This is an optimization exercise on Yosys and OpenROAD, whose aim is a short achievable clock period and few clock cycles per item, not a production implementation.
In this exercise RTL edits were held to simulation tests only and were not proved equivalent to the original.

== the previous run ==
// uiFDMA
module uiFDMA#
(
parameter  integer         M_AXI_ID_WIDTH			= 3		    ,
parameter  integer         M_AXI_ID			        = 0		    ,
parameter  integer         M_AXI_ADDR_WIDTH			= 32		,
parameter  integer         M_AXI_DATA_WIDTH			= 128		,
parameter  integer		  M_AXI_MAX_BURST_LEN       = 64
)
(
input   wire [M_AXI_ADDR_WIDTH-1 : 0]      fdma_waddr          ,
input                                      fdma_wareq          ,
input   wire [15 : 0]                      fdma_wsize          ,
output                                     fdma_wbusy          ,
input   wire [M_AXI_DATA_WIDTH-1 :0]       fdma_wdata		   ,
output  wire                               fdma_wvalid         ,
input	wire                               fdma_wready		   ,
input   wire [M_AXI_ADDR_WIDTH-1 : 0]      fdma_raddr          ,
input                                      fdma_rareq          ,
input   wire [15 : 0]                      fdma_rsize          ,
output                                     fdma_rbusy          ,
output  wire [M_AXI_DATA_WIDTH-1 :0]       fdma_rdata		   ,
output  wire                               fdma_rvalid         ,
input	wire                               fdma_rready		   ,
input 	wire  								M_AXI_ACLK			,
input 	wire  								M_AXI_ARESETN		,
output 	wire [M_AXI_ID_WIDTH-1 : 0]		    M_AXI_AWID			,
output 	wire [M_AXI_ADDR_WIDTH-1 : 0] 	    M_AXI_AWADDR		,
output 	wire [7 : 0]						M_AXI_AWLEN			,
output 	wire [2 : 0] 						M_AXI_AWSIZE		,
output 	wire [1 : 0] 						M_AXI_AWBURST		,
output 	wire  								M_AXI_AWLOCK		,
output 	wire [3 : 0] 						M_AXI_AWCACHE		,
output 	wire [2 : 0] 						M_AXI_AWPROT		,
output 	wire [3 : 0] 						M_AXI_AWQOS			,
output 	wire  								M_AXI_AWVALID		,
input	wire  								M_AXI_AWREADY		,
output  wire [M_AXI_ID_WIDTH-1 : 0] 		M_AXI_WID			,
output  wire [M_AXI_DATA_WIDTH-1 : 0] 	    M_AXI_WDATA			,
output  wire [M_AXI_DATA_WIDTH/8-1 : 0] 	M_AXI_WSTRB			,
output  wire  								M_AXI_WLAST			,
output  wire  								M_AXI_WVALID		,
input   wire  								M_AXI_WREADY		,
input   wire [M_AXI_ID_WIDTH-1 : 0] 		M_AXI_BID			,
input   wire [1 : 0] 						M_AXI_BRESP			,
input   wire  								M_AXI_BVALID		,
output  wire  								M_AXI_BREADY		,
output  wire [M_AXI_ID_WIDTH-1 : 0] 		M_AXI_ARID			,
output  wire [M_AXI_ADDR_WIDTH-1 : 0] 	    M_AXI_ARADDR		,
output  wire [7 : 0] 						M_AXI_ARLEN			,
output  wire [2 : 0] 						M_AXI_ARSIZE		,
output  wire [1 : 0] 						M_AXI_ARBURST		,
output  wire  								M_AXI_ARLOCK		,
output  wire [3 : 0] 						M_AXI_ARCACHE		,
output  wire [2 : 0] 						M_AXI_ARPROT		,
output  wire [3 : 0] 						M_AXI_ARQOS			,
output  wire  								M_AXI_ARVALID		,
input   wire  								M_AXI_ARREADY		,
input   wire [M_AXI_ID_WIDTH-1 : 0] 		M_AXI_RID			,
input   wire [M_AXI_DATA_WIDTH-1 : 0] 	    M_AXI_RDATA			,
input   wire [1 : 0] 						M_AXI_RRESP			,
input   wire  								M_AXI_RLAST			,
input   wire  								M_AXI_RVALID		,
output  wire  								M_AXI_RREADY
	);
clock: 3.3 ns
lec_check: 0
abc_clock_period_in_ps: 1700
cap_margin: 20
core_area: 10 10 350 350
cts_buf_list: sky130_fd_sc_hd__clkbuf_8
die_area: 0 0 360 360
setup_slack_margin: 1.5
slew_margin: 20
run.sh (not shown) runs the stock make flow with config.mk's settings and CLKGATE_MAP_FILE= SYNTH_SCRIPT=/design/flow/synth_recipe.tcl, a recipe that flattens the netlist after the stock synthesis.
The previous run: all stages complete, timing, DRC and antenna checks passed
Testbench counts of the previous run, summed over its fixed seeds: cycles 60,473, beats 98,576.
The inputs of the current run differ from those of the previous run as listed below.
Settings: a deleted CTS_BUF_LIST that had been sky130_fd_sc_hd__clkbuf_8.
==> flow/flow/run.sh (new file) <==
#!/bin/bash
# The standard ORFS layout (the standard.sh), with the port buffers that
# buffer_ports inserts made plain buf_4 cells instead of the library's
# smallest buffer (a delay cell), so that the paths through them start fast.
set -euo pipefail
bash standard.sh "BUFFER_PORTS_ARGS=-buffer_cell sky130_fd_sc_hd__buf_4" finish > standard_flow.log 2>&1
==> flow/standard.sh (new file) <==
#!/bin/bash
# synth_recipe.tcl (not shown) runs the flow's synth.tcl, then flattens the netlist and writes it again
# the make line also repeats each setting of config.mk as NAME=value (left out here)
make -C /OpenROAD-flow-scripts/flow DESIGN_CONFIG=/design/flow/config.mk WORK_HOME=/design/flow/orfs CLKGATE_MAP_FILE= SYNTH_SCRIPT=/design/flow/synth_recipe.tcl "${@:-finish}"
removed: flow/run.sh
- Both conditions hold for the current run: the flow ran to the end and the final layout passed the timing, DRC and antenna checks.
- On count of multi-input combinational gates, the current run tracks the previous run almost exactly.
- On register area, the previous run tracks the current run almost exactly.
- Lower global-route usage goes to the current run over the previous run.

==> afterwards: timing with drivers on the ports <==
How much do the figures lean on ideal ports? The routed layouts below were timed once more, with nothing changed but the port constraints. Step 1 (the two cells are an assumption about what drives the block):
set clk [get_ports {M_AXI_ACLK}]
set_driving_cell -lib_cell sky130_fd_sc_hd__clkbuf_16 $clk
set_driving_cell -lib_cell sky130_fd_sc_hd__buf_2 [delete_from_list [all_inputs] $clk]
Step 2 also shifts input and output timing later by t, the mid clock arrival at the registers, as if the neighbouring blocks saw the same clock. a / b / c = ideal ports / drivers / drivers and shift; a / b = the first two.
| run | t, ns | setup slack, ns | worst slew at a driven data input, ns | pins driven straight from the clock port |
|---|---|---|---|---|
| the previous run | 0.926 | 1.197 / 1.126 / 0.581 | 0.18 | 1 |
| the current run | 0.806 | 1.234 / 1.163 / 0.781 | 0.16 | 1 |
After both steps setup and hold are still met in every run listed. The setup slack of the previous run, which loses most, moves by -0.071 ns with the drivers and by -0.616 ns with both steps.
